This design comes from an exercise in tuning for small area on the open sky130 flow, not from production work.
Only simulation tests tie the RTL to the original design; equivalence was not proved.
No activity file was given, so power comes from the tool's default toggle rates.

File: flow/design.v
module connect4(
    input clk,
    input reset,
    input right,
    input left,
    input enter,
    output h_sync,
    output v_sync,
    output [3:0] red,
    output [3:0] green,
    output [3:0] blue,
    output [1:0] win
    );
    integer c, r;
    reg q1, q2;
    wire change = q2 & ~q1;
    wire sel = ~q2 & q1;
    wire won;
    always @(posedge clk or posedge reset)
        if (reset) begin
            q1 <= 1'b0; q2 <= 1'b0;
        end else begin
            q1 <= (~q1 & enter) | (q1 & ~enter) | (q2 & ~q1);
            q2 <= (~q2 & q1 & enter) | (q2 & ~q1 & won) | (q2 & q1 & ~enter);
        end
    reg player;
    always @(posedge clk or posedge reset)
        if (reset) player <= 1'b0;
        else if (change) player <= ~player;
    reg [2:0] A;
    always @(posedge clk or posedge reset)
        if (reset) A <= 3'd0;
        else if (sel) begin
            if (right & ~left) A <= (A == 3'd6) ? 3'd0 : A + 3'd1;
            else if (left & ~right) A <= (A == 3'd0) ? 3'd6 : A - 3'd1;
        end
    reg [6:0] bd [0:6];
    reg F, W;
    reg [5:0] occ [0:6];
    reg [5:0] M [0:6];
    always @(*)
        for (c = 0; c < 7; c = c + 1)
            for (r = 0; r < 6; r = r + 1) begin
                occ[c][r] = |(bd[c] >> (r + 1));
                M[c][r] = occ[c][r] & (bd[c][r] ^ player);
            end
    wire drop = change & ~F;
    always @(posedge clk or posedge reset)
        if (reset) begin
            for (c = 0; c < 7; c = c + 1) bd[c] <= 7'b0000001;
        end else begin
            for (c = 0; c < 7; c = c + 1)
                if (drop && A == c) begin
                    if (~occ[c][0]) bd[c][0] <= player;
                    for (r = 1; r < 6; r = r + 1)
                        if (~occ[c][r]) bd[c][r] <= bd[c][r] ? player : bd[c][r-1];
                    bd[c][6] <= bd[c][6] | bd[c][5];
                end
        end
    reg wm;
    always @(*) begin
        wm = 1'b0;
        for (c = 0; c < 7; c = c + 1)
            for (r = 0; r < 3; r = r + 1)
                wm = wm | (M[c][r] & M[c][r+1] & M[c][r+2] & M[c][r+3]);
        for (c = 0; c < 4; c = c + 1)
            for (r = 0; r < 6; r = r + 1)
                wm = wm | (M[c][r] & M[c+1][r] & M[c+2][r] & M[c+3][r]);
        for (c = 0; c < 4; c = c + 1)
            for (r = 0; r < 3; r = r + 1) begin
                wm = wm | (M[c][r] & M[c+1][r+1] & M[c+2][r+2] & M[c+3][r+3]);
                wm = wm | (M[c][r+3] & M[c+1][r+2] & M[c+2][r+1] & M[c+3][r]);
            end
    end
    assign won = F | wm;
    assign win = {won, F ? W : (wm & ~player)};
    always @(posedge clk or posedge reset)
        if (reset) begin
            F <= 1'b0; W <= 1'b0;
        end else if (~F) begin
            F <= wm; W <= ~player;
        end
    reg [1:0] s;
    wire pe = ~s[1] & s[0];
    reg [2:0] k;
    reg [6:0] o;
    reg [2:0] j;
    reg [6:0] u;
    wire oz = (o == 7'd0);
    wire uz = (u == 7'd0);
    wire hwrap = (k == 3'd7) & oz;
    reg [6:0] ol, ul;
    always @(*) begin
        case (k)
            3'd7, 3'd1, 3'd3: ol = 7'd91;
            3'd0, 3'd2, 3'd4: ol = 7'd90;
            3'd5: ol = 7'd127;
            default: ol = 7'd122;
        endcase
        case (j)
            3'd7, 3'd0, 3'd2, 3'd4: ul = 7'd68;
            3'd1, 3'd3: ul = 7'd67;
            3'd5: ul = 7'd66;
            default: ul = 7'd45;
        endcase
    end
    always @(posedge clk or posedge reset)
        if (reset) begin
            s <= 2'b00; k <= 3'd7; o <= 7'd0; j <= 3'd7; u <= 7'd1;
        end else begin
            s <= {s[0], ~s[1]};
            if (pe) begin
                if (oz) begin
                    k <= k + 3'd1; o <= ol;
                end else
                    o <= o - 7'd1;
                if (hwrap) begin
                    if (uz) begin
                        j <= j + 3'd1; u <= ul;
                    end else
                        u <= u - 7'd1;
                end
            end
        end
    assign h_sync = ~(((k == 3'd6) & (o <= 7'd21)) | ((k == 3'd7) & (o >= 7'd49)));
    assign v_sync = ~((j == 3'd7) & ((u == 7'd34) | (u == 7'd35)));
    wire cellx = ((k <= 3'd5) & (o >= 7'd2)) | ((k == 3'd6) & (o >= 7'd39));
    wire vl = (k <= 3'd5) & (o <= 7'd1);
    wire xb = ((k == 3'd6) & (o == 7'd38)) | hwrap;
    wire hl = ((j <= 3'd5) & (u <= 7'd1)) | ((j >= 3'd6) & uz);
    wire rowon = (j <= 3'd5) & (u >= 7'd2);
    wire cur = (j == 3'd6) & ~uz;
    wire yg = (j != 3'd0);
    reg [6:0] kc;
    reg selb, selo;
    always @(*) begin
        kc = 7'd0;
        for (c = 0; c < 7; c = c + 1)
            kc = kc | ({7{k == c}} & bd[c]);
        selb = 1'b0; selo = 1'b0;
        for (r = 0; r < 6; r = r + 1)
            if (j == r) begin
                selb = kc[r];
                selo = |(kc >> (r + 1));
            end
    end
    wire curs = cur & cellx & (k == A);
    wire white = xb | (vl & yg) | hl;
    wire cellon = cellx & rowon;
    wire cred = F ? W : (selo & selb);
    wire cblue = F ? ~W : (selo & ~selb);
    wire nR = white | (cellon & cred) | (curs & player);
    wire nB = white | (cellon & cblue) | (curs & ~player);
    reg cR, cB;
    always @(posedge clk or posedge reset)
        if (reset) begin
            cR <= 1'b0; cB <= 1'b0;
        end else if (pe) begin
            cR <= nR; cB <= nB;
        end
    assign red = {4{cR}};
    assign blue = {4{cB}};
    assign green = {4{cR & cB}};
endmodule
File: flow/standard.sh
#!/bin/bash
# synth_recipe.tcl (not shown) runs the flow's synth.tcl, then flattens the netlist and writes it again
# the make line also repeats each setting of config.mk as NAME=value (left out here)
make -C /OpenROAD-flow-scripts/flow DESIGN_CONFIG=/design/flow/config.mk WORK_HOME=/design/flow/orfs CLKGATE_MAP_FILE= SYNTH_SCRIPT=/design/flow/synth_recipe.tcl "${@:-finish}"
File: flow/config.mk
export PLATFORM = sky130hd
export DESIGN_NAME = connect4
export DESIGN_NICKNAME = connect4
export VERILOG_FILES = /design/flow/design.v
export SDC_FILE = /design/flow/constraint.sdc
export NUM_CORES = 4
export LEC_CHECK = 0
export CAP_MARGIN = 0
export CORE_MARGIN = 2
export CORE_UTILIZATION = 60
export SLEW_MARGIN = 0
File: flow/flow/run.sh
#!/bin/bash
# Own layout flow: the standard ORFS flow (standard.sh) with a different
# logic synthesis step:
#  - Yosys's half/full adder extraction is off (ha/fa cells marked don't-use),
#    so all logic is mapped by ABC;
#  - ABC runs the area-oriented script flow/abc_area.script;
#  - no insbuf buffers between output ports; clock tree of clkbuf_8 without
#    dummy loads; port buffers are buf_1.
# Everything else (floorplan, power grid, placement, CTS, routing) is the
# standard flow unchanged. Each tool's output goes to a log in this folder.
set -euo pipefail
HERE=$(pwd)
FLOWDIR=$HERE/flow

# synthesis script: ORFS's synth.tcl with the ABC script swapped
sed "s|log_cmd abc {\*}\$abc_args|set abc_args [lreplace \$abc_args 1 1 $FLOWDIR/abc_area.script]\n  log_cmd abc {*}\$abc_args|" \
    "$FLOW_HOME/scripts/synth.tcl" > "$HERE/synth_custom.tcl"
grep -q "abc_area.script" "$HERE/synth_custom.tcl"
# wrapper, as synth_recipe.tcl does it (synth -nofsm -noshare, flatten, rename)
sed "s|source \$::env(SCRIPTS_DIR)/synth.tcl|source $HERE/synth_custom.tcl|" synth_recipe.tcl > "$HERE/my_synth.tcl"
grep -q "synth_custom.tcl" "$HERE/my_synth.tcl"

cp config.mk "$HERE/my_config.mk"
echo "export DONT_USE_CELLS = sky130_fd_sc_hd__ha_1 sky130_fd_sc_hd__ha_2 sky130_fd_sc_hd__ha_4 sky130_fd_sc_hd__fa_1 sky130_fd_sc_hd__fa_2 sky130_fd_sc_hd__fa_4" >> "$HERE/my_config.mk"
# no buffers between output ports that carry the same signal (each port still
# gets its own port buffer at placement)
echo "export SYNTH_INSBUF = 0" >> "$HERE/my_config.mk"
# port buffers: one buf_1 on every input and output port
echo "export BUFFER_PORTS_ARGS = -inputs -outputs -buffer_cell sky130_fd_sc_hd__buf_1" >> "$HERE/my_config.mk"
# clock tree: clkbuf_8 buffers, no dummy loads
echo "export CTS_ARGS = -sink_clustering_enable -repair_clock_nets -buf_list sky130_fd_sc_hd__clkbuf_8 -root_buf sky130_fd_sc_hd__clkbuf_8 -dont_use_dummy_load" >> "$HERE/my_config.mk"

sed -e "s|DESIGN_CONFIG=[^ ]*|DESIGN_CONFIG=$HERE/my_config.mk|" \
    -e "s|SYNTH_SCRIPT=[^ ]*|SYNTH_SCRIPT=$HERE/my_synth.tcl|" standard.sh > "$HERE/my_standard.sh"
grep -q "my_synth.tcl" "$HERE/my_standard.sh"

bash "$HERE/my_standard.sh" > "$HERE/orfs_flow.log" 2>&1
File: flow/constraint.sdc
create_clock -name core_clock -period 10.0 [get_ports {clk}]
set_input_delay 2.0000 -clock core_clock [delete_from_list [all_inputs] [get_ports {clk}]]
set_output_delay 2.0000 -clock core_clock [all_outputs]
set_load 0.01 [all_outputs]
File: flow/flow/abc_area.script
&get -n
&st
&deepsyn -J 100 -T 600
&dch -f
&nf -a -R 1000 -F 16 -A 16 -C 32
&put
==> results by group, run 1 <==
Outcome
  – Status: timing/DRC/antenna clean

STA
  – Final Skew: about 0.021 ns
  – Setup violators final: 0
  – Fin. Hold Viols: 0
  – Fmax: approximately 170 MHz
  – Unrepaired setup endpoints after global routing: false
  – Setup TNS: 0 ns
  – Relative slew slack: roughly a third
  – Least-Margin Pin Slew: about 1.0 ns
  – Period utilisation layout: about three fifths
  – Max Slew Vio Count: 0
  – Crit path time final: a little over 6 ns
  – Fin Hold WS: slightly below 0.4 ns

Clock tree
  – Post_cts resized: 0
  – Clk Latency, worst-skew pair: around 0.37 ns
  – Max Root-Sink Buffers: 2
  – TritonCTS Buffers: 9
  – Setup repair bufs after CTS: 0
  – CTS tree: built
  – H-tree depth: 3
  – CTS root buf: clkbuf_8
  – Clock transition at path regs: 0.08 ns
  – CTS Sinks: 81
  – # hold bufs at CTS: 0

Critical path
  – CP delay by family, top: simple AND/OR/NAND/NOR gates
  – Arrival @ worst endpoint: roughly 4 ns
  – Critical path class: register to primary output
  – Slowest library cell on the worst path: dfrtp_2
  – Crit path buf inv count: 2
  – WP data required: approximately 8.0 ns
  – Element type at the critical path end: primary output
  – Most used cell, CP: a21oi_1
  – Crit-path cells: buf_4 > xor2_1 > o21ai_0 > nor2_1 > nand2_1 > a21oi_1 > a41oi_1 > a21oi_1 > or4_1 > nor4_1 > nand3_1 > and2_0 > buf_1
  – Peak per-stage delay on the critical path: a little under 0.8 ns
  – Crit path launch type: register
  – Worst-path maximum fanout: 37
  – Flop-to-flop setup slack: between 6 and 7 ns

Yosys
  – Sequential-to-total area share from yosys stat: between 40% and 50%
  – Async SR Flop Fraction: between 90% and 100%
  – Syn. warnings: 4
  – Post-synthesis net count: ~590
  – Post-synth EDFFs: 0
  – Post-synth cell types: 53
  – Post-Synthesis Cell Area: ~5000 um2
  – Ys flop type: dfrtp_1
  – Cells after Synth: ~600
  – Syn_area_per_cell: around 8.6 um2
  – Number of synthesized register bits: 81

Job
  – Total of max-cap violations: 0

Floorplanning
  – Chip Width: 95.67 um
  – Die area: 9153 um2
  – Initial Util: roughly 60%
  – Die Y: roughly 96 um
  – Num rows: 33
  – Core Box Area: around 8000 um2
  – I/O pin total: 21

Placed design
  – Post-detail-place hpwl: approximately 11000 um
  – Routability-driven placement congestion ratio: a little under 1
  – Placed insts: 715
  – # port buffers: 20

Finish
  – Register area: approximately 2000 um2
  – N_diodes: 0
  – Finished Layout Cells: roughly 720
  – Final nets: about 630
  – Fraction of layout cells with a size suffix above 1: 4.685%
  – Multi-input gate area: around 2900 um2
  – Commonest non-fill, non-tap cell in the layout: nand2_1
  – Fillers: about 670
  – Most frequent cells in the layout: nand2_1, dfrtp_1, nor2_1
  – Layout area overhead: 7.196%

GRT
  – Largest net degree at the start of global routing: about 80
  – Vias in the first global route: 4530
  – First-pass GRT wire length: around 24000 um
  – Gr usage total: between 30% and 40%
  – Initial antenna violation count: 0
  – Total grt overflow: 0

Power and ir drop
  – Worst IR Drop VDD: approximately 0.17 mV
  – Lkg Pwr: about 2.2 nW
  – Pwr per Cell Area: 189.4 nW/um2

Route
  – Antenna viol nets, final: 0
  – Vias per inst: between 6 and 7
  – Drt wl/cell: between 20 and 25 um
  – Routed Wire Length: about 15000 um
  – DR vias: 4942
  – Drt drc: 0
  – Detailed router's first-iteration violation count: between 500 and 600
  – Drt first pass iters: 5

Min path
  – HP Class: register to register
[where the power goes]
part | switching [W] | internal, W
clock network | 0.000107 | 0.0000805
registers | 0.000102 | 0.000381
logic | 0.000214 | 0.000140
[final timing paths]
check                            start        to  depth (start not counted)
min in group asynchronous        reset  bd[6][2]                          3
worst max register to register  player        q2                         13
max in group asynchronous        reset    player                          3
worst min register to register    s[0]      s[1]                          0
worst max-delay path            player    win[0]                         13
worst min-delay path              s[0]      s[1]                          0
[per-stage QoR]
| stage | worst slack, ns | instance area [um2] | power (W) | util (%) |
|---|---|---|---|---|
| after global placement | 4.439 | 5281 | 0.0008166 | 64.60 |
| after CTS | 3.916 | 5405 | 0.001015 | 66.12 |
| after global routing | 3.592 | 5405 | 0.001082 | 66.12 |
| after floorplan | 3.535 | 5042 | 0.0007209 | - |
| final | 3.941 | 5405 | 0.001024 | 66.12 |
| after detailed placement | 4.293 | 5281 | 0.0008300 | 64.60 |
[synthesized netlist by cell type (all sizes together) (4+ instances only)]
library cell	n	area, um2
or4	4	30.03
a22oi	12	90.09
dfstp	14	367.9
a21o	6	45.04
xnor2	12	105.1
nand3	11	55.05
nor2b	4	25.02
o22ai	4	25.02
a21oi	40	200.2
a211oi	14	105.1
xor2	45	394.1
nor2	53	198.9
o21ai	41	205.2
a222oi	6	60.06
a221oi	5	43.79
dfrtp	67	1677
and2	4	25.02
nand2	75	281.5
nand2b	10	62.56
a31oi	21	131.4
or3	11	68.82
and3	7	43.79
nor3	36	180.2
clkinv	15	56.30
nand4	5	31.28
o41ai	5	43.79
o31ai	10	75.07
nor4	5	31.28
[flip-flops by register name (all words and copies together), names as in the netlist]
name / flops
j: 3
o: 7
bd: 49
A: 3
u: 7
q2: 1
cB: 1
s: 2
W: 1
F: 1
player: 1
cR: 1
q1: 1
k: 3
[routing by layer]
layer / share of wire [%] / up-vias / track usage (%)
li1: - / 2288 / -
met1: 44 / 2356 / 47.83
met2: 45 / 248 / 50.35
met3: 8.0 / 50 / 6.877
met4: 3.6 / 0 / 16.19
met5: 0 / - / 0
[cells by family after synthesis]
group	share of synthesized area, %
and+or+nand+nor	22.51
AOI/OAI and AO/OA	25.06
DFF	40.55
xor gates and xnor gates	9.901
buffers and inverters	1.117
muxes	0.8684
[cell type report]
type | count | share of cell area [%]
flip-flops and latches | 81 | 37.85
well taps | 105 | 2.431
multi-input cells | 490 | 54.42
inverters | 15 | 1.065
repair buffers | 24 | 1.944
clock buffers | 9 | 2.292
==> run 2, diff against run 1 <==
--- a/flow/config.mk
+++ b/flow/config.mk
@@ -8,4 +8,5 @@
 export CAP_MARGIN = 0
 export CORE_MARGIN = 2
 export CORE_UTILIZATION = 60
+export GPL_TIMING_DRIVEN = 0
 export SLEW_MARGIN = 0
==> run 2 against run 1 <==
Still clean on timing, DRC and antenna. Hold slack better by 0.0088 ns. Clock skew up 0.0063 ns. Sequential cell count unchanged. Routed wire length down 0.33%. Global-route usage down 0.64 points. Synthesized area unchanged. Clock-buffer cell count unchanged. Largest cell class unchanged.
==> results by group, run 2 <==
Outcome
  – Status: timing/DRC/antenna clean

GRT
  – GRT met1 Usage: 47.80% (about the same)
  – GRT busiest layer: met2
  – Met2 GRT Util: 51.22% (+0.87 points)
  – Vias in the first global route: 4341 (-4.2%)
  – Gr usage total: 33.43% (-0.64 points)
  – Total grt overflow: 0 (unchanged)
  – First-pass GRT wire length: 23000 um (-2.1%)
  – GR Layer Usage met3: 6.719% (-0.16 points)
  – Initial antenna violation count: 0 (unchanged)
  – Largest net degree at the start of global routing: 65 (-21%)

Critical path
  – Critical path class: register to primary output
  – Arrival @ worst endpoint: 4.82 ns (+0.76 ns)
  – Element type at the critical path end: primary output
  – Worst-path maximum fanout: 64 (+73%)
  – WP data required: 8.00 ns (about the same)
  – Crit path launch type: register

Clock tree
  – H-tree depth: 3 (unchanged)
  – Max Root-Sink Buffers: 2 (unchanged)
  – TritonCTS Buffers: 9 (unchanged)
  – # hold bufs at CTS: 0 (unchanged)
  – CTS Sinks: 81 (unchanged)
  – Clk Latency, worst-skew pair: 0.37 ns (about the same)
  – Post_cts resized: 0 (unchanged)
  – CTS root buf: clkbuf_8
  – CTS tree: built
  – Setup repair bufs after CTS: 0 (unchanged)
  – Clock transition at path regs: 0.09 ns (about the same)

Route
  – Antenna viol nets, final: 0 (unchanged)
  – Routed Wire Length: 14820 um (-0.33%)
  – Drt wl/cell: 20.55 um (about the same)
  – Vias per inst: 6.910 (+1.2%)
  – Detailed router's first-iteration violation count: 554 (-6.6%)
  – Drt first pass iters: 6 (+1)
  – Drt drc: 0 (unchanged)
  – DR vias: 4982 (+0.81%)

Yosys
  – Cells after Synth: 586 (unchanged)
  – Cell with the most instances after synthesis: nand2_1
  – Syn_area_per_cell: 8.605 um2 (unchanged)
  – Post-synth EDFFs: 0 (unchanged)
  – Synth area leaders: dfrtp_1, xor2_1, dfstp_2
  – Post-synth cell types: 53 (unchanged)
  – Number of synthesized register bits: 81 (unchanged)
  – Post-synthesis net count: 591 (unchanged)
  – Post-Synthesis Cell Area: 5042 um2 (unchanged)
  – Async SR Flop Fraction: 100.0% (unchanged)
  – Syn. warnings: 4 (unchanged)
  – Share of the synthesized area in the top cell type: 33.25% (unchanged)
  – Most common library cells after synthesis: nand2_1, dfrtp_1, nor2_1, xor2_1, o21ai_0
  – Sequential-to-total area share from yosys stat: 40.55% (unchanged)
  – Largest area contributor in the netlist: dfrtp_1
  – Ys flop type: dfrtp_1

Placed design
  – Area post-placement: 5281 um2 (unchanged)
  – # port buffers: 20 (unchanged)
  – Routability-driven placement congestion ratio: 0.9698 (-2.2%)
  – Post-detail-place hpwl: 10860 um (-0.91%)

Power and ir drop
  – Pwr per Cell Area: 188.7 nW/um2 (-0.35%)
  – Worst IR Drop VDD: 0.3538 mV (+100%)
  – Lkg Pwr: 2.212 nW (-0.26%)

STA
  – Setup TNS: 0 ns (unchanged)
  – Fin. Hold Viols: 0 (unchanged)
  – Fmax: 146.6 MHz (-11%)
  – Period utilisation layout: 68.23% (+7.6 points)
  – Unrepaired setup endpoints after global routing: false
  – Least-Margin Pin Slew: 1.013 ns (+0.006669 ns)
  – Crit path time final: 6.823 ns (+0.7643 ns)
  – Final Skew: 0.02768 ns (+0.006282 ns)
  – Max Slew Vio Count: 0 (unchanged)
  – Setup violators final: 0 (unchanged)
  – Relative slew slack: 31.76% (-1.2 points)

Floorplanning
  – Num rows: 33 (unchanged)
  – Initial Util: 61.68% (unchanged)
  – I/O pin total: 21 (unchanged)
  – Chip Width: 95.67 um (unchanged)
  – Die area: 9153 um2 (unchanged)
  – Core Box Area: 8175 um2 (unchanged)
  – Die Y: 95.67 um (unchanged)

Finish
  – Final Cell Area: 5405 um2 (unchanged)
  – Layout area overhead: 7.196% (unchanged)
  – Fraction of layout cells with a size suffix above 1: 4.221% (-0.46 points)
  – Fillers: 693 (+3.9%)
  – N_diodes: 0 (unchanged)
  – Top reg by flops: bd
  – Register area: 2048 um2 (+0.12%)
  – Commonest non-fill, non-tap cell in the layout: nand2_1
  – Top flop regs: bd x49, o x7, u x7
  – Flip-flop count of the largest register after layout: 49 (unchanged)
  – Multi-input gate area: 2942 um2 (unchanged)
  – Most frequent cells in the layout: nand2_1, dfrtp_1, nor2_1
  – Final nets: 623 (-0.48%)

Job
  – Total of max-cap violations: 0 (unchanged)

Min path
  – HP Class: register to register
==> run 2: through the flow <==
step / power, W / setup WS [ns] / cells / hold slack [ns] / util, %
3_5_place_dp: 0.0008266 / 3.693 / 712 / 0.3756 / 64.60
3_3_place_gp: 0.0008116 / 1.725 / 711 / 0.3654 / 64.20
2_1_floorplan: 0.0007209 / 3.535 / 586 / 0.3535 / -
6_report: 0.001020 / 3.177 / 721 / 0.4002 / 66.12
5_1_grt: 0.001083 / 3.006 / 721 / 0.3996 / 66.12
4_1_cts: 0.001015 / 3.287 / 721 / 0.3954 / 66.12
==> run 2: worst paths after layout <==
kind                            startpoint  endpoint  slack (ns)  cells past startpoint
worst max-delay path                player    win[0]        3.18                     10
worst min-delay path                  s[0]      s[1]        0.40                      0
worst max register to register      player        q2        5.61                     10
worst min register to register        s[0]      s[1]        0.40                      0
max in group asynchronous            reset  bd[4][0]        7.68                      3
min in group asynchronous            reset    player        1.64                      2
==> run 2: cell families (layout without fill, tap and decap cells) <==
group	Yosys count	in the layout	share of synthesized area, %
buffers and inverters	15	45	1.117
flip-flops	81	81	40.55
XOR/XNOR	57	57	9.901
multiplexers	4	4	0.8684
AND/OR/NAND/NOR	238	238	22.51
AO/OA/AOI/OAI	191	191	25.06
==> run 2: routing by layer <==
metal | vias up | part of all wire, %
met1 | 2429 | 44
met3 | 43 | 7.8
met2 | 228 | 45
met5 | - | 0
li1 | 2282 | -
met4 | 0 | 2.6
==> run 2: worst max-delay path, stage by stage, from the launching register on <==
cell,delay (ns)
dfrtp_4,1.04
clkinv_1,0.99
nand4_1,0.26
o311ai_0,0.15
a41oi_1,0.25
a21oi_1,0.07
or4_1,0.52
nor4_1,0.42
nand3_1,0.31
and2_0,0.26
buf_1,0.13
==> run 2: layout make-up <==
type	instances	area share [%]
Timing Repair Buffer	21	1.898
Inverter	15	1.065
Sequential cell	81	37.89
Clock buffer	9	2.292
Tap cell	105	2.431
Multi-Input combinational cell	490	54.42
==> run 2: power breakdown <==
group | internal (W) | leakage (nW) | switching, W
registers | 0.000381 | 1.02 | 0.000136
clock network | 0.0000806 | 0.0647 | 0.000110
logic | 0.000136 | 1.12 | 0.000176
total | 0.000598 | 2.21 | 0.000422
==> run 3, diff against run 2 <==
==> flow/config.mk (replaced) <==
export PLATFORM = sky130hd
export DESIGN_NAME = connect4
export DESIGN_NICKNAME = connect4
export VERILOG_FILES = /design/flow/design.v
export SDC_FILE = /design/flow/constraint.sdc
export NUM_CORES = 4
export LEC_CHECK = 0
export CAP_MARGIN = 20
export CORE_MARGIN = 2
export CORE_UTILIZATION = 70
export SLEW_MARGIN = 20
==> run 3 against run 2 <==
Clock power shrank 3%. Global-route usage grew 5.0 points. Largest power group unchanged. Highest routed layer unchanged. Synthesized area is the same. Cell area shrank 0.42%. Maximum frequency grew 5.9%. Clock skew grew 0.0082 ns. Still clean.
==> results by group, run 3 <==
Outcome
  – Status: timing/DRC/antenna clean

Finish
  – Commonest non-fill, non-tap cell in the layout: nand2_1
  – Layout area overhead: 6.749%
  – Fraction of layout cells with a size suffix above 1: 4.376% (+0.16 points)
  – Flip-flop count of the largest register after layout: 49 (unchanged)
  – Final nets: 624 (+0.16%)
  – Fillers: 479 (-31%)
  – Finished Layout Cells: 713 (-1.1%)
  – Top flop regs: bd x49, o x7, u x7
  – Top reg by flops: bd
  – N_diodes: 0 (unchanged)
  – Most frequent cells in the layout: nand2_1, dfrtp_1, nor2_1

Placed design
  – Post-detail-place hpwl: 10360 um (-4.6%)
  – Placed insts: 704 (-1.1%)
  – Place WS: 4.061 ns (+0.3682 ns)
  – # port buffers: 20 (unchanged)
  – Routability-driven placement congestion ratio: 1.077 (+11%)

GRT
  – Largest net degree at the start of global routing: 82 (+26%)
  – Initial antenna violation count: 0 (unchanged)
  – First-pass GRT wire length: 23170 um (+0.72%)
  – Total grt overflow: 0 (unchanged)
  – Vias in the first global route: 4611 (+6.2%)
  – Gr usage total: 38.44% (+5.0 points)

Yosys
  – Adder-Cell Fraction of Synth Area: 0% (unchanged)
  – Sequential-to-total area share from yosys stat: 40.55% (unchanged)
  – Number of synthesized register bits: 81 (unchanged)
  – Most common library cells after synthesis: nand2_1, dfrtp_1, nor2_1, xor2_1, o21ai_0
  – Post-synth cell types: 53 (unchanged)
  – Syn. warnings: 4 (unchanged)
  – Post-synth EDFFs: 0 (unchanged)
  – Async SR Flop Fraction: 100.0% (unchanged)
  – Cells after Synth: 586 (unchanged)
  – Synth area leaders: dfrtp_1, xor2_1, dfstp_2
  – Post-Synthesis Cell Area: 5042 um2 (unchanged)
  – Cell with the most instances after synthesis: nand2_1
  – Ys flop type: dfrtp_1
  – Mux cell area share after synthesis: 0.8685% (unchanged)
  – Synth Area in Simple Gates: 22.51% (unchanged)
  – Largest family of logic cells by synthesized area: compound AO/OA/AOI/OAI gates
  – Compound-cell area share of the yosys netlist: 25.06% (unchanged)
  – Largest area contributor in the netlist: dfrtp_1
  – Share of the synthesized area in the top cell type: 33.25% (unchanged)
  – Synth Area in XOR/XNOR: 9.901% (unchanged)
  – Post-synthesis net count: 591 (unchanged)
  – Syn_area_per_cell: 8.605 um2 (unchanged)

Critical path
  – Crit path launch type: register
  – Worst-path maximum fanout: 64 (unchanged)
  – WP data required: 8.00 ns (about the same)
  – Element type at the critical path end: primary output
  – Critical path class: register to primary output
  – Reg2reg path depth: 11 (+1)
  – Arrival @ worst endpoint: 4.44 ns (-0.38 ns)
  – Flop-to-flop setup slack: 5.98 ns (+0.37 ns)

STA
  – Period utilisation layout: 64.44% (-3.8 points)
  – Relative slew slack: 37.13% (+5.4 points)
  – Unrepaired setup endpoints after global routing: false
  – Least-Margin Pin Slew: 0.9332 ns (-0.07968 ns)
  – Max Slew Vio Count: 0 (unchanged)
  – Final WS setup: 3.556 ns (+0.3793 ns)
  – Setup TNS: 0 ns (unchanged)
  – Fin Hold WS: 0.3891 ns (-0.01112 ns)
  – Fin. Hold Viols: 0 (unchanged)
  – Crit path time final: 6.444 ns (-0.3793 ns)
  – Setup violators final: 0 (unchanged)
  – Fmax: 155.2 MHz (+5.9%)
  – Final Skew: 0.03583 ns (+0.008156 ns)

Clock tree
  – CTS tree: built
  – CTS Sinks: 81 (unchanged)
  – CTS root buf: clkbuf_8
  – H-tree depth: 3 (unchanged)
  – Clock transition at path regs: 0.10 ns (about the same)
  – Setup repair bufs after CTS: 0 (unchanged)
  – Post_cts resized: 0 (unchanged)
  – Clk Latency, worst-skew pair: 0.38 ns (about the same)
  – Max Root-Sink Buffers: 2 (unchanged)
  – # hold bufs at CTS: 0 (unchanged)
  – TritonCTS Buffers: 9 (unchanged)

Route
  – Drt wl/cell: 19.97 um (-2.8%)
  – Antenna viol nets, final: 0 (unchanged)
  – Vias per inst: 7.091 (+2.6%)
  – Routed Wire Length: 14240 um (-3.9%)
  – Detailed router's first-iteration violation count: 733 (+32%)
  – DR vias: 5056 (+1.5%)
  – Drt drc: 0 (unchanged)
  – Drt first pass iters: 7 (+1)

Floorplanning
  – Chip Width: 88.87 um (-7.1%)
  – Die area: 7898 um2 (-14%)
  – Die Y: 88.87 um (-7.1%)
  – Initial Util: 73.41% (+12 points)
  – Core Box Area: 6869 um2 (-16%)
  – I/O pin total: 21 (unchanged)
  – Num rows: 30 (-9.1%)

Min path
  – Hold path cells: 0 (unchanged)
  – HP Class: register to register

Power and ir drop
  – Pwr per Cell Area: 188.2 nW/um2 (-0.26%)
  – Lkg Pwr: 2.210 nW (about the same)
  – Worst IR Drop VDD: 0.2366 mV (-33%)
  – Total power: 0.001013 W (-0.67%)

Job
  – Total of max-cap violations: 0 (unchanged)
-- run 3: area by class of cell --
class	count	area (um2)	share of cell area, %
Tap cell	96	120.1	2.232
Sequential cell	81	2046	38.01
Inverter	15	57.56	1.069
Clock buffer	9	123.9	2.301
Multi-Input combinational cell	490	2942	54.65
Timing Repair Buffer	22	93.84	1.743
-- run 3: power by group --
part	internal, W	switching [W]
Combinational	0.000137	0.000226
Sequential	0.000381	0.0000822
Clock	0.0000805	0.000106
-- run 3: cells by family (layout without fill, tap and decap cells) --
kind of cell           count (synthesis)  after routing
XOR/XNOR                              57             57
buffers and inverters                 15             46
flip-flops                            81             81
multiplexers                           4              4
AND/OR/NAND/NOR                      238            238
AO/OA/AOI/OAI                        191            191
-- run 3: critical path, cell delays in order, from the launching register on --
cell and delay, ns:
dfrtp_2 0.36, buf_4 0.66, clkinv_1 0.88, nand4_1 0.25, o311ai_0 0.15, a41oi_1 0.25, a21oi_1 0.07, or4_1 0.51
nor4_1 0.26, nand3_1 0.30, and2_0 0.24, buf_1 0.12
-- run 3: metal layers --
metal  up-vias  GRT usage (%)  share of wire, %
li1       2282              -                 -
met1      2402          52.62                40
met2       310          57.60                45
met3        62          10.45                11
met4         0          16.25               4.2
met5         -              0                 0
-- run 3: worst paths after layout --
check                             from       end
max in group asynchronous        reset    player
worst max register to register  player        q2
worst min register to register    s[0]      s[1]
min in group asynchronous        reset  bd[6][4]
worst min-delay path              s[0]      s[1]
worst max-delay path            player    win[0]
-- run 3: per-stage QoR --
step	area, um2	utilization, %
2_1_floorplan	5042	-
3_3_place_gp	5255	76.50
3_5_place_dp	5255	76.50
4_1_cts	5379	78.31
5_1_grt	5383	78.36
6_report	5383	78.36
==> run 4, diff against run 3 <==
--- a/flow/config.mk
+++ b/flow/config.mk
@@ -7,5 +7,5 @@
 export LEC_CHECK = 0
 export CAP_MARGIN = 20
 export CORE_MARGIN = 2
-export CORE_UTILIZATION = 70
+export CORE_UTILIZATION = 45
 export SLEW_MARGIN = 20
==> run 4 against run 3 <==
Routed wire length increased by 9.1%. Largest cell class unchanged. Maximum frequency increased by 4.0%. Die area increased by 53%. Register-to-register slack better by 0.16 ns.
==> results by group, run 4 <==
Route
  – Antenna viol nets, final: 0 (unchanged)
  – Drt first pass iters: 5 (-2)
  – Detailed router's first-iteration violation count: 487 (-34%)
  – Drt wl/cell: 20.44 um (+2.3%)
  – Drt drc: 0 (unchanged)
  – DR vias: 4844 (-4.2%)
  – Vias per inst: 6.374 (-10%)
  – Routed Wire Length: 15540 um (+9.1%)

Yosys
  – Cell with the most instances after synthesis: nand2_1
  – Cells after Synth: 586 (unchanged)
  – Share of the synthesized area in the top cell type: 33.25% (unchanged)
  – Number of synthesized register bits: 81 (unchanged)
  – Async SR Flop Fraction: 100.0% (unchanged)
  – Ys flop type: dfrtp_1
  – Post-synthesis net count: 591 (unchanged)
  – Syn_area_per_cell: 8.605 um2 (unchanged)
  – Post-synth cell types: 53 (unchanged)
  – Syn. warnings: 4 (unchanged)
  – Most common library cells after synthesis: nand2_1, dfrtp_1, nor2_1, xor2_1, o21ai_0
  – Post-synth EDFFs: 0 (unchanged)
  – Post-Synthesis Cell Area: 5042 um2 (unchanged)
  – Synth area leaders: dfrtp_1, xor2_1, dfstp_2
  – Largest area contributor in the netlist: dfrtp_1
  – Sequential-to-total area share from yosys stat: 40.55% (unchanged)

Power and ir drop
  – Lkg Pwr: 2.223 nW (+0.59%)
  – Worst IR Drop VDD: 0.3080 mV (+30%)
  – NetSw: 0.0004215 W (+1.8%)
  – Pwr per Cell Area: 187.5 nW/um2 (-0.40%)
  – Comb power frac: 36.2% (+0.3 points)
  – Flop pwr share: 45.5% (-0.3 points)
  – Pint: 0.0006015 W (+0.38%)
  – Sw frac: 41.20% (+0.34 points)
  – Clk pwr share: 18.3% (about the same)

Finish
  – Top flop regs: bd x49, o x7, u x7
  – Fillers: 1045 (+120%)
  – Final nets: 627 (+0.48%)
  – Fraction of layout cells with a size suffix above 1: 4.839% (+0.46 points)
  – Final Cell Area: 5456 um2 (+1.4%)
  – N_diodes: 0 (unchanged)
  – Most frequent cells in the layout: nand2_1, dfrtp_1, nor2_1
  – Commonest non-fill, non-tap cell in the layout: nand2_1
  – Flip-flop count of the largest register after layout: 49 (unchanged)
  – Finished Layout Cells: 760 (+6.6%)
  – Multi-input gate area: 2942 um2 (unchanged)
  – Register area: 2046 um2 (unchanged)
  – Layout area overhead: 8.213%
  – Top reg by flops: bd

Placed design
  – # port buffers: 20 (unchanged)
  – Routability-driven placement congestion ratio: 0.9834 (-8.7%)
  – Place WS: 4.473 ns (+0.4117 ns)
  – Placed insts: 751 (+6.7%)
  – Post-detail-place hpwl: 11660 um (+13%)
  – Area post-placement: 5333 um2 (+1.5%)

Clock tree
  – Setup repair bufs after CTS: 0 (unchanged)
  – TritonCTS Buffers: 9 (unchanged)
  – CTS Sinks: 81 (unchanged)
  – # hold bufs at CTS: 0 (unchanged)
  – Clock transition at path regs: 0.08 ns (-0.02 ns)
  – CTS tree: built
  – Clk Latency, worst-skew pair: 0.38 ns (about the same)
  – CTS root buf: clkbuf_8
  – Post_cts resized: 0 (unchanged)
  – Max Root-Sink Buffers: 2 (unchanged)
  – H-tree depth: 3 (unchanged)

STA
  – Final Skew: 0.02655 ns (-0.009277 ns)
  – Setup violators final: 0 (unchanged)
  – Fmax: 161.4 MHz (+4.0%)
  – Max Slew Vio Count: 0 (unchanged)
  – Unrepaired setup endpoints after global routing: false
  – Relative slew slack: 29.03% (-8.1 points)
  – Setup TNS: 0 ns (unchanged)
  – Crit path time final: 6.195 ns (-0.2484 ns)
  – Period utilisation layout: 61.95% (-2.5 points)
  – Least-Margin Pin Slew: 1.056 ns (+0.1232 ns)
  – Final WS setup: 3.805 ns (+0.2484 ns)
  – Fin. Hold Viols: 0 (unchanged)

Critical path
  – Worst-path maximum fanout: 9 (-86%)
  – Reg2reg path depth: 11 (unchanged)
  – Crit path launch type: register
  – WP data required: 8.00 ns (about the same)
  – Critical path class: register to primary output
  – Arrival @ worst endpoint: 4.20 ns (-0.24 ns)
  – Element type at the critical path end: primary output

GRT
  – Gr usage total: 27.40% (-11 points)
  – Largest net degree at the start of global routing: 65 (-21%)
  – Vias in the first global route: 4536 (-1.6%)
  – Initial antenna violation count: 0 (unchanged)
  – Total grt overflow: 0 (unchanged)
  – First-pass GRT wire length: 24830 um (+7.1%)

Floorplanning
  – Die area: 12070 um2 (+53%)
  – Die Y: 109.9 um (+24%)
  – Core Box Area: 10890 um2 (+59%)
  – Initial Util: 46.31% (-27 points)
  – Chip Width: 109.9 um (+24%)
  – Num rows: 38 (+27%)
  – I/O pin total: 21 (unchanged)

Job
  – Total of max-cap violations: 0 (unchanged)

Min path
  – HP Class: register to register
  – Hold path cells: 0 (unchanged)

Outcome
  – Status: timing/DRC/antenna clean
## run 4: cell types whose count changed in the layout (fill, tap and decap cells not counted)
cell   delta
buf_4     +4
buf_6     -1
## run 4: layer usage
metal	vias up	track usage (%)	share of wire, %
met1	2312	39.89	47
met4	0	10.76	2.8
met2	206	39.75	43
li1	2289	-	-
met5	-	0	0
met3	37	5.394	7.1
## run 4: kinds of logic (layout without fill, tap and decap cells)
kind of cell / Yosys count / count (layout) / share of synthesized area [%]
XOR/XNOR: 57 / 57 / 9.901
multiplexers: 4 / 4 / 0.8684
flip-flops: 81 / 81 / 40.55
AO/OA/AOI/OAI: 191 / 191 / 25.06
buffers and inverters: 15 / 49 / 1.117
AND/OR/NAND/NOR: 238 / 238 / 22.51
## run 4: power groups by stage
stage / Clock, W / Combinational, W / Sequential, W
6_report: 0.000187 / 0.000370 / 0.000466
5_1_grt: 0.000208 / 0.000412 / 0.000472
4_1_cts: 0.000195 / 0.000367 / 0.000463
3_5_place_dp: 0 / 0.000366 / 0.000469
3_3_place_gp: 0 / 0.000364 / 0.000469
2_1_floorplan: 0 / 0.000246 / 0.000475
## run 4: worst max-delay path, stage by stage, from the launching register on
cell and delay, ns:
dfrtp_1 0.48, nor4_1 0.47, nand2b_1 0.19, o21ai_0 0.79, a211oi_1 0.24, nand4_1 0.18, o21ai_0 0.08, or4_1 0.41
nor4_1 0.32, nand3_1 0.29, and2_0 0.25, buf_1 0.13
## run 4: layout make-up
cell class | instances | area share [%]
clock buffers | 9 | 2.270
inverters | 15 | 1.055
multi-input cells | 490 | 53.91
flip-flops and latches | 81 | 37.49
well taps | 140 | 3.210
repair buffers | 25 | 2.064
## run 4: stage by stage
step / power, W / util (%) / hold slack [ns]
after global routing: 0.001092 / 50.11 / 0.4067
after detailed placement: 0.0008351 / 48.98 / 0.3697
after global placement: 0.0008327 / 48.98 / 0.3625
final: 0.001023 / 50.11 / 0.3891
after floorplan: 0.0007209 / - / 0.3535
after CTS: 0.001026 / 50.11 / 0.3881
## run 4: path summary, 6_finish.rpt
path                          start       end  slack (ns)
setup reg to reg           bd[3][6]        q2        6.14
setup / recovery           bd[3][6]    win[0]        3.80
min in group asynchronous     reset  bd[6][3]        1.61
hold / removal                 s[0]      s[1]        0.39
max in group asynchronous     reset      u[2]        7.36
hold reg to reg                s[0]      s[1]        0.39
==> run 5, diff against run 4 <==
--- a/flow/config.mk
+++ b/flow/config.mk
@@ -7,5 +7,5 @@
 export LEC_CHECK = 0
 export CAP_MARGIN = 20
 export CORE_MARGIN = 2
-export CORE_UTILIZATION = 45
+export CORE_UTILIZATION = 75
 export SLEW_MARGIN = 20
==> run 5 against run 4 <==
Still clean on timing, DRC and antenna. Synthesized area unchanged. Non-clock buffer count decreased by 3. Combinational power about the same. Synthesized cell count unchanged.
==> results by group, run 5 <==
Outcome
  – Status: timing/DRC/antenna clean

Route
  – Drt drc: 0 (unchanged)
  – Drt first pass iters: 14 (+9)
  – Antenna viol nets, final: 0 (unchanged)
  – Drt wl/cell: 19.94 um (-2.5%)
  – Vias per inst: 7.349 (+15%)
  – DR vias: 5100 (+5.3%)
  – Detailed router's first-iteration violation count: 958 (+97%)
  – Routed Wire Length: 13840 um (-11%)

Yosys
  – Most common library cells after synthesis: nand2_1, dfrtp_1, nor2_1, xor2_1, o21ai_0
  – Cells after Synth: 586 (unchanged)
  – Post-synth cell types: 53 (unchanged)
  – Largest area contributor in the netlist: dfrtp_1
  – Async SR Flop Fraction: 100.0% (unchanged)
  – Number of synthesized register bits: 81 (unchanged)
  – Syn_area_per_cell: 8.605 um2 (unchanged)
  – Ys flop type: dfrtp_1
  – Synth area leaders: dfrtp_1, xor2_1, dfstp_2
  – Syn. warnings: 4 (unchanged)
  – Post-synthesis net count: 591 (unchanged)
  – Share of the synthesized area in the top cell type: 33.25% (unchanged)
  – Post-synth EDFFs: 0 (unchanged)
  – Sequential-to-total area share from yosys stat: 40.55% (unchanged)
  – Cell with the most instances after synthesis: nand2_1
  – Post-Synthesis Cell Area: 5042 um2 (unchanged)

Finish
  – Layout area overhead: 6.204%
  – Top reg by flops: bd
  – Fillers: 402 (-62%)
  – Top flop regs: bd x49, o x7, u x7
  – Fraction of layout cells with a size suffix above 1: 4.376% (-0.46 points)
  – Register area: 2046 um2 (unchanged)
  – Final nets: 624 (-0.48%)
  – Multi-input gate area: 2942 um2 (unchanged)
  – Most frequent cells in the layout: nand2_1, dfrtp_1, nor2_1
  – Flip-flop count of the largest register after layout: 49 (unchanged)
  – Commonest non-fill, non-tap cell in the layout: nand2_1
  – Final Util: 83.38% (+33 points)
  – N_diodes: 0 (unchanged)

STA
  – Fin. Hold Viols: 0 (unchanged)
  – Unrepaired setup endpoints after global routing: false
  – Relative slew slack: 34.71% (+5.7 points)
  – Final Skew: 0.02249 ns (-0.004063 ns)
  – Period utilisation layout: 60.63% (-1.3 points)
  – Fin Hold WS: 0.3928 ns (+0.003676 ns)
  – Fmax: 164.9 MHz (+2.2%)
  – Least-Margin Pin Slew: 0.9772 ns (-0.07913 ns)
  – Crit path time final: 6.063 ns (-0.1327 ns)
  – Final WS setup: 3.937 ns (+0.1327 ns)
  – Setup TNS: 0 ns (unchanged)
  – Setup violators final: 0 (unchanged)
  – Max Slew Vio Count: 0 (unchanged)

Clock tree
  – Max Root-Sink Buffers: 2 (unchanged)
  – Clock transition at path regs: 0.07 ns (about the same)
  – TritonCTS Buffers: 9 (unchanged)
  – Post_cts resized: 0 (unchanged)
  – CTS Sinks: 81 (unchanged)
  – H-tree depth: 3 (unchanged)
  – CTS tree: built
  – Clk Latency, worst-skew pair: 0.35 ns (-0.03 ns)
  – CTS root buf: clkbuf_8
  – Setup repair bufs after CTS: 0 (unchanged)
  – # hold bufs at CTS: 0 (unchanged)

Power and ir drop
  – Comb power frac: 36.3% (about the same)
  – Pwr per Cell Area: 189.9 nW/um2 (+1.3%)
  – Clk pwr share: 18.0% (-0.3 points)
  – Worst IR Drop VDD: 0.1902 mV (-38%)
  – NetSw: 0.0004174 W (-0.98%)
  – Total power: 0.001017 W (-0.62%)
  – Lkg Pwr: 2.209 nW (-0.65%)
  – Pint: 0.0005993 W (-0.36%)
  – Flop pwr share: 45.7% (+0.2 points)
  – Sw frac: 41.05% (-0.15 points)

Floorplanning
  – Initial Util: 78.51% (+32 points)
  – Num rows: 29 (-24%)
  – Core Box Area: 6422 um2 (-41%)
  – Die area: 7395 um2 (-39%)
  – Die Y: 86.00 um (-22%)
  – I/O pin total: 21 (unchanged)
  – Chip Width: 86.00 um (-22%)

Placed design
  – Post-detail-place hpwl: 9983 um (-14%)
  – # port buffers: 20 (unchanged)
  – Routability-driven placement congestion ratio: 1.262 (+28%)
  – Place WS: 4.581 ns (+0.1083 ns)

GRT
  – Largest net degree at the start of global routing: 82 (+26%)
  – Vias in the first global route: 4660 (+2.7%)
  – Initial antenna violation count: 0 (unchanged)
  – Gr usage total: 39.49% (+12 points)
  – First-pass GRT wire length: 22980 um (-7.4%)
  – Total grt overflow: 0 (unchanged)

Critical path
  – CP delay by family, top: simple AND/OR/NAND/NOR gates
  – Crit path launch type: register
  – Worst-path maximum fanout: 9 (unchanged)
  – Peak per-stage delay on the critical path: 0.69 ns (-0.10 ns)
  – Crit path buf inv count: 1 (unchanged)
  – Critical path depth: 11 (unchanged)
  – Reg-to-reg critical path startpoint: bd[3][6]
  – Critical path class: register to primary output
  – Arrival @ worst endpoint: 4.06 ns (-0.14 ns)
  – Crit-path cells: nor4_1 > nand2b_1 > o21ai_0 > a211oi_1 > nand4_1 > o21ai_0 > or4_1 > nor4_1 > nand3_1 > and2_0 > buf_1
  – Worst reg2reg path endpoint: q2
  – Flop-to-flop setup slack: 6.29 ns (+0.15 ns)
  – WP data required: 8.00 ns (about the same)
  – Element type at the critical path end: primary output
  – Reg2reg path depth: 11 (unchanged)
  – Slowest library cell on the worst path: o21ai_0
  – CP startpoint: bd[3][6]

Min path
  – HP Start: s[0]
  – Hold path cells: 0 (unchanged)
  – HP Class: register to register
  – Hold Path End: s[1]

Job
  – Total of max-cap violations: 0 (unchanged)
==> run 5: cells by family after synthesis <==
family          count (synthesis)  synth area share [%]
flops                          81                 40.55
compound gates                191                 25.06
xor+xnor                       57                 9.901
simple gates                  238                 22.51
buf+inv                        15                 1.117
mux                             4                0.8684
==> run 5: worst reg2reg max path, cell delays in order (launching register included) <==
cell,delay [ns]
dfrtp_1,0.47
nor4_1,0.47
nand2b_1,0.18
o21ai_0,0.69
a211oi_1,0.20
nand4_1,0.15
o21ai_0,0.07
or4_1,0.43
nor4_1,0.37
nand3_1,0.30
nor2_1,0.19
nor2_1,0.06
==> run 5: layout make-up <==
class | instances | area share, %
clock buffer | 9 | 2.313
inverter | 15 | 1.075
multi-input combinational | 490 | 54.93
sequential | 81 | 38.20
tap | 77 | 1.799
timing repair buffer | 22 | 1.682
==> run 5: worst max-delay path by stage <==
stage,to,slack (ns)
6_report,win[0],3.94
5_1_grt,win[0],3.69
4_1_cts,win[0],4.19
3_5_place_dp,win[0],4.58
3_3_place_gp,win[0],4.77
2_1_floorplan,win[0],3.54
==> run 5: power groups by stage <==
stage          Sequential [W]  Combinational, W  Clock (W)
5_1_grt              0.000472          0.000403   0.000196
6_report             0.000465          0.000369   0.000183
3_3_place_gp         0.000463          0.000339          0
4_1_cts              0.000461          0.000358   0.000184
2_1_floorplan        0.000475          0.000246          0
3_5_place_dp         0.000466          0.000355          0
==> run 5: metal layers <==
layer	routed length [um]	GRT usage, %	share of wire [%]
met5	0	0	0
met4	706	18.47	5.1
met3	1596	10.78	12
met2	5969	57.08	43
met1	5563	55.39	40
==> run 5: metrics by stage <==
stage / std cells / cell area (um2)
floorplan: 586 / 5042
global placement: 685 / 5231
detailed placement: 685 / 5231
CTS: 694 / 5355
global route: 694 / 5355
finish: 694 / 5355
==> run 6, diff against run 5 <==
--- a/flow/flow/run.sh
+++ b/flow/flow/run.sh
@@ -28,7 +28,7 @@
 # port buffers: one buf_1 on every input and output port
 echo "export BUFFER_PORTS_ARGS = -inputs -outputs -buffer_cell sky130_fd_sc_hd__buf_1" >> "$HERE/my_config.mk"
 # clock tree: clkbuf_8 buffers, no dummy loads
-echo "export CTS_ARGS = -sink_clustering_enable -repair_clock_nets -buf_list sky130_fd_sc_hd__clkbuf_8 -root_buf sky130_fd_sc_hd__clkbuf_8 -dont_use_dummy_load" >> "$HERE/my_config.mk"
+echo "export CTS_ARGS = -repair_clock_nets -buf_list sky130_fd_sc_hd__clkbuf_8 -root_buf sky130_fd_sc_hd__clkbuf_8 -dont_use_dummy_load" >> "$HERE/my_config.mk"
 
 sed -e "s|DESIGN_CONFIG=[^ ]*|DESIGN_CONFIG=$HERE/my_config.mk|" \
     -e "s|SYNTH_SCRIPT=[^ ]*|SYNTH_SCRIPT=$HERE/my_synth.tcl|" standard.sh > "$HERE/my_standard.sh"
==> flow/flow/abc_area.script (replaced) <==
&get -n
&st
&deepsyn -T 60
&dch -f
&nf -a -R 1000
&put
--- a/flow/config.mk
+++ b/flow/config.mk
@@ -7,5 +7,5 @@
 export LEC_CHECK = 0
 export CAP_MARGIN = 20
 export CORE_MARGIN = 2
-export CORE_UTILIZATION = 75
+export CORE_UTILIZATION = 60
 export SLEW_MARGIN = 20
==> run 6 against run 5 <==
Register-to-register slack worse by 0.07 ns. Cell area grew 2.2%. Critical path type unchanged. Still clean. Clock skew rose by 0.0043 ns. Final cell count is 7.2% higher. Non-clock buffer count is 1 higher. Highest routed layer unchanged. Worst setup slack got worse by 0.14 ns. Synthesized area rose by 1.4%.
==> results by group, run 6 <==
Outcome
  – Status: timing/DRC/antenna clean

Clock tree
  – Clk Latency, worst-skew pair: 0.36 ns (about the same)
  – CTS Sinks: 81 (unchanged)
  – Max Root-Sink Buffers: 2 (unchanged)
  – H-tree depth: 3 (unchanged)
  – # hold bufs at CTS: 0 (unchanged)
  – CTS tree: built
  – Clock transition at path regs: 0.09 ns (+0.02 ns)
  – Post_cts resized: 0 (unchanged)
  – Setup repair bufs after CTS: 0 (unchanged)
  – CTS root buf: clkbuf_8
  – TritonCTS Buffers: 9 (unchanged)

Yosys
  – Synth area leaders: dfrtp_1, dfstp_2, xor2_1
  – Post-synth EDFFs: 0 (unchanged)
  – Async SR Flop Fraction: 100.0% (unchanged)
  – Cell with the most instances after synthesis: nand2_1
  – Share of the synthesized area in the top cell type: 32.79% (-0.46 points)
  – Most common library cells after synthesis: nand2_1, nor2_1, dfrtp_1, a21oi_1, xor2_1
  – Post-synthesis net count: 612 (+3.6%)
  – Syn. warnings: 4 (unchanged)
  – Sequential-to-total area share from yosys stat: 39.99% (-0.56 points)
  – Post-Synthesis Cell Area: 5112 um2 (+1.4%)
  – Syn_area_per_cell: 8.422 um2 (-2.1%)
  – Largest area contributor in the netlist: dfrtp_1
  – Cells after Synth: 607 (+3.6%)
  – Number of synthesized register bits: 81 (unchanged)
  – Post-synth cell types: 51 (-3.8%)
  – Ys flop type: dfrtp_1

Floorplanning
  – Die area: 9275 um2 (+25%)
  – Chip Width: 96.31 um (+12%)
  – Core Box Area: 8258 um2 (+29%)
  – I/O pin total: 21 (unchanged)
  – Num rows: 33 (+14%)
  – Die Y: 96.31 um (+12%)
  – Initial Util: 61.91% (-17 points)

Route
  – Antenna viol nets, final: 0 (unchanged)
  – DR vias: 5213 (+2.2%)
  – Drt drc: 0 (unchanged)
  – Detailed router's first-iteration violation count: 829 (-13%)
  – Routed Wire Length: 16220 um (+17%)
  – Vias per inst: 7.007 (-4.7%)
  – Drt first pass iters: 6 (-8)
  – Drt wl/cell: 21.80 um (+9.4%)

Finish
  – Layout area overhead: 7.024%
  – Top flop regs: bd x49, o x7, u x7
  – N_diodes: 0 (unchanged)
  – Most frequent cells in the layout: nand2_1, nor2_1, dfrtp_1
  – Final nets: 646 (+3.5%)
  – Top reg by flops: bd
  – Final Cell Area: 5472 um2 (+2.2%)
  – Fillers: 690 (+72%)
  – Fraction of layout cells with a size suffix above 1: 4.382% (+0.0058 points)
  – Commonest non-fill, non-tap cell in the layout: nand2_1
  – Flip-flop count of the largest register after layout: 49 (unchanged)

Critical path
  – Crit path buf inv count: 3 (+2)
  – Crit path launch type: register
  – Arrival @ worst endpoint: 4.20 ns (+0.14 ns)
  – Slowest library cell on the worst path: clkinv_1
  – Element type at the critical path end: primary output
  – Worst-path maximum fanout: 66 (+57)
  – WP data required: 8.00 ns (about the same)
  – Critical path class: register to primary output
  – Crit-path cells: buf_4 > clkinv_1 > nand4_1 > o311ai_0 > nand3_1 > a22oi_1 > nor3_1 > nand3_1 > nor4_1 > nand4_1 > and2_0 > buf_1
  – Peak per-stage delay on the critical path: 0.83 ns (+0.14 ns)
  – CP delay by family, top: buffers and inverters

STA
  – Relative slew slack: 25.58% (-9.1 points)
  – Period utilisation layout: 61.99% (+1.4 points)
  – Setup TNS: 0 ns (unchanged)
  – Final Skew: 0.02683 ns (+0.004342 ns)
  – Unrepaired setup endpoints after global routing: false
  – Least-Margin Pin Slew: 1.108 ns (+0.1305 ns)
  – Fin. Hold Viols: 0 (unchanged)
  – Crit path time final: 6.199 ns (+0.1362 ns)
  – Setup violators final: 0 (unchanged)
  – Fmax: 161.3 MHz (-2.2%)
  – Max Slew Vio Count: 0 (unchanged)

GRT
  – GRT met1 Usage: 52.64% (-2.7 points)
  – Total grt overflow: 0 (unchanged)
  – GR Layer Usage met3: 5.717% (-5.1 points)
  – Met2 GRT Util: 55.09% (-2.0 points)
  – Gr usage total: 36.18% (-3.3 points)
  – Vias in the first global route: 4553 (-2.3%)
  – GRT busiest layer: met2
  – Initial antenna violation count: 0 (unchanged)
  – Largest net degree at the start of global routing: 82 (unchanged)
  – First-pass GRT wire length: 25120 um (+9.3%)

Placed design
  – Post-detail-place hpwl: 12190 um (+22%)
  – Area post-placement: 5344 um2 (+2.2%)
  – # port buffers: 20 (unchanged)
  – Routability-driven placement congestion ratio: 0.9647 (-24%)

Job
  – Total of max-cap violations: 0 (unchanged)

Power and ir drop
  – Pwr per Cell Area: 190.7 nW/um2 (+0.47%)
  – Worst IR Drop VDD: 0.1999 mV (+5.1%)
  – Lkg Pwr: 2.202 nW (-0.30%)

Min path
  – HP Class: register to register
## run 6: cell count changes after synthesis, sizes merged, moves of 5 or more
| cell | before | now |
|---|---|---|
| xnor2 | 12 | 22 |
| nand2b | 10 | 15 |
| nor2 | 53 | 69 |
| a211oi | 14 | 6 |
| nand3 | 11 | 18 |
| xor2 | 45 | 37 |
| nand2 | 75 | 82 |
| o21ai | 41 | 35 |
## run 6: final timing paths
check / from / cells after the start / end / slack, ns
max: player / 12 / win[0] / 3.80
max reg2reg: player / 12 / q2 / 6.22
min reg2reg: s[0] / 0 / s[1] / 0.43
min: s[0] / 0 / s[1] / 0.43
min in group asynchronous: reset / 3 / bd[5][3] / 1.80
max in group asynchronous: reset / 3 / player / 7.64
## run 6: where the power goes
group | total [W] | internal [W] | switching [W]
Sequential | 0.000461 | 0.000381 | 0.0000798
Combinational | 0.000392 | 0.000145 | 0.000247
Clock | 0.000191 | 0.0000807 | 0.000110
## run 6: cell families (layout without fill, tap and decap cells)
family / count (synthesis) / after routing / share of synthesized area (%)
simple gates: 274 / 274 / 25.16
buf+inv: 11 / 43 / 0.8076
compound gates: 178 / 178 / 23.08
flops: 81 / 81 / 39.99
mux: 4 / 4 / 0.8565
xor+xnor: 59 / 59 / 10.11
## run 6: stage by stage
step | hold WS [ns] | total power, W | setup slack (ns) | cells | utilization (%)
final | 0.4270 | 0.001044 | 3.801 | 744 | 66.26
after global routing | 0.4457 | 0.001096 | 3.563 | 744 | 66.26
after CTS | 0.4274 | 0.001028 | 3.902 | 744 | 66.21
after global placement | 0.3775 | 0.0008315 | 4.319 | 735 | 64.71
after detailed placement | 0.3887 | 0.0008432 | 4.308 | 735 | 64.71
after floorplan | 0.3666 | 0.0007325 | 3.891 | 607 | -
## run 6: area by class of cell
| cell class | count | area, um2 | share of cell area, % |
|---|---|---|---|
| clock buffer | 9 | 123.9 | 2.264 |
| inverter | 11 | 42.54 | 0.7775 |
| multi-input combinational | 515 | 3027 | 55.32 |
| sequential | 81 | 2046 | 37.39 |
| tap | 105 | 131.4 | 2.401 |
| timing repair buffer | 23 | 101.3 | 1.852 |
## run 6: per-layer routing
layer	vias up	wire (um)
met4	0	488
met3	48	1704
met1	2480	6753
met2	359	7272
met5	-	0
li1	2326	-
==> run 7, diff against run 6 <==
--- a/flow/flow/run.sh
+++ b/flow/flow/run.sh
@@ -28,7 +28,7 @@
 # port buffers: one buf_1 on every input and output port
 echo "export BUFFER_PORTS_ARGS = -inputs -outputs -buffer_cell sky130_fd_sc_hd__buf_1" >> "$HERE/my_config.mk"
 # clock tree: clkbuf_8 buffers, no dummy loads
-echo "export CTS_ARGS = -repair_clock_nets -buf_list sky130_fd_sc_hd__clkbuf_8 -root_buf sky130_fd_sc_hd__clkbuf_8 -dont_use_dummy_load" >> "$HERE/my_config.mk"
+echo "export CTS_ARGS = -sink_clustering_enable -repair_clock_nets -buf_list sky130_fd_sc_hd__clkbuf_4 -root_buf sky130_fd_sc_hd__clkbuf_8 -dont_use_dummy_load" >> "$HERE/my_config.mk"
 
 sed -e "s|DESIGN_CONFIG=[^ ]*|DESIGN_CONFIG=$HERE/my_config.mk|" \
     -e "s|SYNTH_SCRIPT=[^ ]*|SYNTH_SCRIPT=$HERE/my_synth.tcl|" standard.sh > "$HERE/my_standard.sh"
==> flow/flow/abc_area.script (replaced) <==
&get -n
&st
&deepsyn -J 100 -T 600
&dch -f
&nf -a -R 1000 -F 16 -A 16 -C 32
&put
==> run 7 against run 6 <==
Still clean. Sequential share of layout area increased by 0.43 points. Via count down 5.2%. Critical path depth is 1 higher. Synthesized area decreased by 1.4%. Highest routed layer unchanged.
==> results by group, run 7 <==
Outcome
  – Status: timing/DRC/antenna clean

Critical path
  – Reg-to-reg critical path startpoint: player
  – Slowest library cell on the worst path: dfrtp_2
  – Worst-path maximum fanout: 37 (-44%)
  – Worst reg2reg path endpoint: q2
  – Most used cell, CP: a21oi_1
  – Crit-path cells: buf_4 > xor2_1 > o21ai_0 > nor2_1 > nand2_1 > a21oi_1 > a41oi_1 > a21oi_1 > or4_1 > nor4_1 > nand3_1 > and2_0 > buf_1
  – Critical path class: register to primary output
  – Arrival @ worst endpoint: 4.06 ns (-0.14 ns)
  – Reg2reg path depth: 13 (+1)
  – Crit path launch type: register
  – Peak per-stage delay on the critical path: 0.78 ns (-0.05 ns)
  – WP data required: 8.00 ns (about the same)
  – CP startpoint: player
  – Element type at the critical path end: primary output
  – Flop-to-flop setup slack: 6.36 ns (+0.14 ns)
  – Setup crit end: win[0]

Yosys
  – Most common library cells after synthesis: nand2_1, dfrtp_1, nor2_1, xor2_1, o21ai_0
  – Syn_area_per_cell: 8.605 um2 (+2.2%)
  – Syn. warnings: 4 (unchanged)
  – Post-Synthesis Cell Area: 5042 um2 (-1.4%)
  – Sequential-to-total area share from yosys stat: 40.55% (+0.56 points)
  – Cell with the most instances after synthesis: nand2_1
  – Synth Area in XOR/XNOR: 9.901% (-0.21 points)
  – Ys flop type: dfrtp_1
  – Share of the synthesized area in the top cell type: 33.25% (+0.46 points)
  – Mux cell area share after synthesis: 0.8685% (+0.012 points)
  – Post-synth cell types: 53 (+3.9%)
  – Synth Area in Simple Gates: 22.51% (-2.7 points)
  – Largest family of logic cells by synthesized area: compound AO/OA/AOI/OAI gates
  – Compound-cell area share of the yosys netlist: 25.06% (+2.0 points)
  – Post-synth EDFFs: 0 (unchanged)
  – Cells after Synth: 586 (-3.5%)
  – Largest area contributor in the netlist: dfrtp_1
  – Adder-Cell Fraction of Synth Area: 0% (unchanged)
  – Number of synthesized register bits: 81 (unchanged)
  – Post-synthesis net count: 591 (-3.4%)
  – Synth area leaders: dfrtp_1, xor2_1, dfstp_2
  – Async SR Flop Fraction: 100.0% (unchanged)

Power and ir drop
  – Pwr per Cell Area: 189.3 nW/um2 (-0.77%)
  – Worst IR Drop VDD: 0.1733 mV (-13%)
  – Lkg Pwr: 2.219 nW (+0.77%)
  – Total power: 0.001024 W (-1.9%)

Floorplanning
  – Initial Util: 61.68% (-0.23 points)
  – Die Y: 95.67 um (-0.66%)
  – Core Box Area: 8175 um2 (-1.0%)
  – Num rows: 33 (unchanged)
  – Die area: 9153 um2 (-1.3%)
  – I/O pin total: 21 (unchanged)
  – Chip Width: 95.67 um (-0.66%)

Route
  – Drt drc: 0 (unchanged)
  – Drt wl/cell: 20.53 um (-5.8%)
  – Detailed router's first-iteration violation count: 593 (-28%)
  – DR vias: 4942 (-5.2%)
  – Vias per inst: 6.826 (-2.6%)
  – Drt first pass iters: 5 (-1)
  – Antenna viol nets, final: 0 (unchanged)
  – Routed Wire Length: 14860 um (-8.4%)

Clock tree
  – H-tree depth: 3 (unchanged)
  – Clk Latency, worst-skew pair: 0.37 ns (about the same)
  – Clock transition at path regs: 0.08 ns (about the same)
  – Setup repair bufs after CTS: 0 (unchanged)
  – # hold bufs at CTS: 0 (unchanged)
  – CTS Sinks: 81 (unchanged)
  – CTS tree: built
  – Max Root-Sink Buffers: 2 (unchanged)
  – TritonCTS Buffers: 9 (unchanged)
  – CTS root buf: clkbuf_8
  – Post_cts resized: 0 (unchanged)

GRT
  – Largest net degree at the start of global routing: 82 (unchanged)
  – Initial antenna violation count: 0 (unchanged)
  – Total grt overflow: 0 (unchanged)
  – Vias in the first global route: 4530 (-0.51%)
  – First-pass GRT wire length: 23500 um (-6.4%)
  – Gr usage total: 34.08% (-2.1 points)

Finish
  – Top reg by flops: bd
  – Commonest non-fill, non-tap cell in the layout: nand2_1
  – Top flop regs: bd x49, o x7, u x7
  – Flip-flop count of the largest register after layout: 49 (unchanged)
  – Most frequent cells in the layout: nand2_1, dfrtp_1, nor2_1
  – Fraction of layout cells with a size suffix above 1: 4.685% (+0.30 points)
  – Finished Layout Cells: 724 (-2.7%)
  – N_diodes: 0 (unchanged)
  – Layout area overhead: 7.271%
  – Fillers: 666 (-3.5%)
  – Final Util: 66.16% (-0.096 points)
  – Final nets: 626 (-3.1%)

Min path
  – HP Class: register to register
  – Hold path cells: 0 (unchanged)

STA
  – Max Slew Vio Count: 0 (unchanged)
  – Relative slew slack: 35.26% (+9.7 points)
  – Crit path time final: 6.058 ns (-0.1403 ns)
  – Period utilisation layout: 60.58% (-1.4 points)
  – Final Skew: 0.02139 ns (-0.005440 ns)
  – Least-Margin Pin Slew: 0.9690 ns (-0.1387 ns)
  – Fin. Hold Viols: 0 (unchanged)
  – Setup TNS: 0 ns (unchanged)
  – Setup violators final: 0 (unchanged)
  – Fmax: 165.1 MHz (+2.3%)
  – Unrepaired setup endpoints after global routing: false

Placed design
  – # port buffers: 20 (unchanged)
  – Routability-driven placement congestion ratio: 0.9916 (+2.8%)
  – Placed insts: 715 (-2.7%)
  – Post-detail-place hpwl: 10960 um (-10%)

Job
  – Total of max-cap violations: 0 (unchanged)
-- run 7: how the worst min path moves through the flow --
stage | from | end
final | s[0] | s[1]
after global routing | s[0] | s[1]
after CTS | s[0] | s[1]
after detailed placement | s[0] | s[1]
after global placement | s[0] | s[1]
after floorplan | s[0] | s[1]
-- run 7: cells by family (layout without fill, tap and decap cells) --
kind of cell	Yosys count	count (layout)
flip-flops	81	81
multiplexers	4	4
buffers and inverters	15	48
XOR/XNOR	57	57
AO/OA/AOI/OAI	191	191
AND/OR/NAND/NOR	238	238
-- run 7: area by class of cell --
| class | count | area (um2) | area share [%] |
|---|---|---|---|
| Multi-Input combinational cell | 490 | 2942 | 54.38 |
| Sequential cell | 81 | 2046 | 37.82 |
| Tap cell | 105 | 131.4 | 2.429 |
| Clock buffer | 9 | 123.9 | 2.290 |
| Timing Repair Buffer | 24 | 108.9 | 2.012 |
| Inverter | 15 | 57.56 | 1.064 |
-- run 7: stage by stage --
stage	area, um2	setup slack (ns)	hold WS [ns]
2_1_floorplan	5042	3.535	0.3535
3_3_place_gp	5281	4.439	0.3658
3_5_place_dp	5281	4.293	0.3684
4_1_cts	5405	3.916	0.3929
5_1_grt	5409	3.592	0.4060
6_report	5409	3.942	0.3914
-- run 7: worst max-delay path: cells and delay by family, from the launching register on --
| family | cells | cell delay, ns |
|---|---|---|
| AOI/OAI and AO/OA | 4 | 0.58 |
| xor gates and xnor gates | 1 | 0.15 |
| and+or+nand+nor | 6 | 1.50 |
| buffers and inverters | 2 | 0.69 |
| DFF | 1 | 0.78 |
-- run 7: power breakdown --
part / internal [W] / switching (W) / leakage [nW]
sequential: 0.000381 / 0.000102 / 1.02
clock: 0.0000805 / 0.000107 / 0.0647
combinational: 0.000140 / 0.000214 / 1.13
total: 0.000602 / 0.000422 / 2.22
-- run 7: routing by layer --
layer	global-route usage (%)	part of all wire, %	vias to the layer above
met5	0	0	-
met1	47.83	44	2356
li1	-	-	2288
met2	50.35	45	248
met4	16.19	3.6	0
met3	6.877	8.0	50

-- static timing again, ports no longer ideal --
No port has a modelled driver above. Below, the same layouts with a new extraction and two added sets of constraints.
Step 1, drivers: a clkbuf_16 drives clk and a buf_2 each remaining input, both assumed.
Step 2 adds t to the input delays and takes it off the output delays; t is the mean of the earliest and latest rising clock arrival at the registers after step 1. Input paths then give back, and output paths get back, about the clock's delay inside the block.
Slacks: ideal ports / drivers / drivers and shift; pairs: ideal ports / drivers.
run | t (ns) | setup WS [ns] | worst setup path after step 2
run 1 | 0.394 | 3.941 / 3.904 / 4.298 | register to output
run 2 | 0.388 | 3.177 / 3.142 / 3.529 | register to output
run 3 | 0.395 | 3.556 / 3.523 / 3.918 | register to output
run 4 | 0.402 | 3.805 / 3.770 / 4.172 | register to output
run 5 | 0.370 | 3.937 / 3.904 / 4.274 | register to output
run 6 | 0.387 | 3.801 / 3.764 / 4.151 | register to output
run 7 | 0.394 | 3.942 / 3.905 / 4.298 | register to output
After both steps every run listed still meets setup and hold.
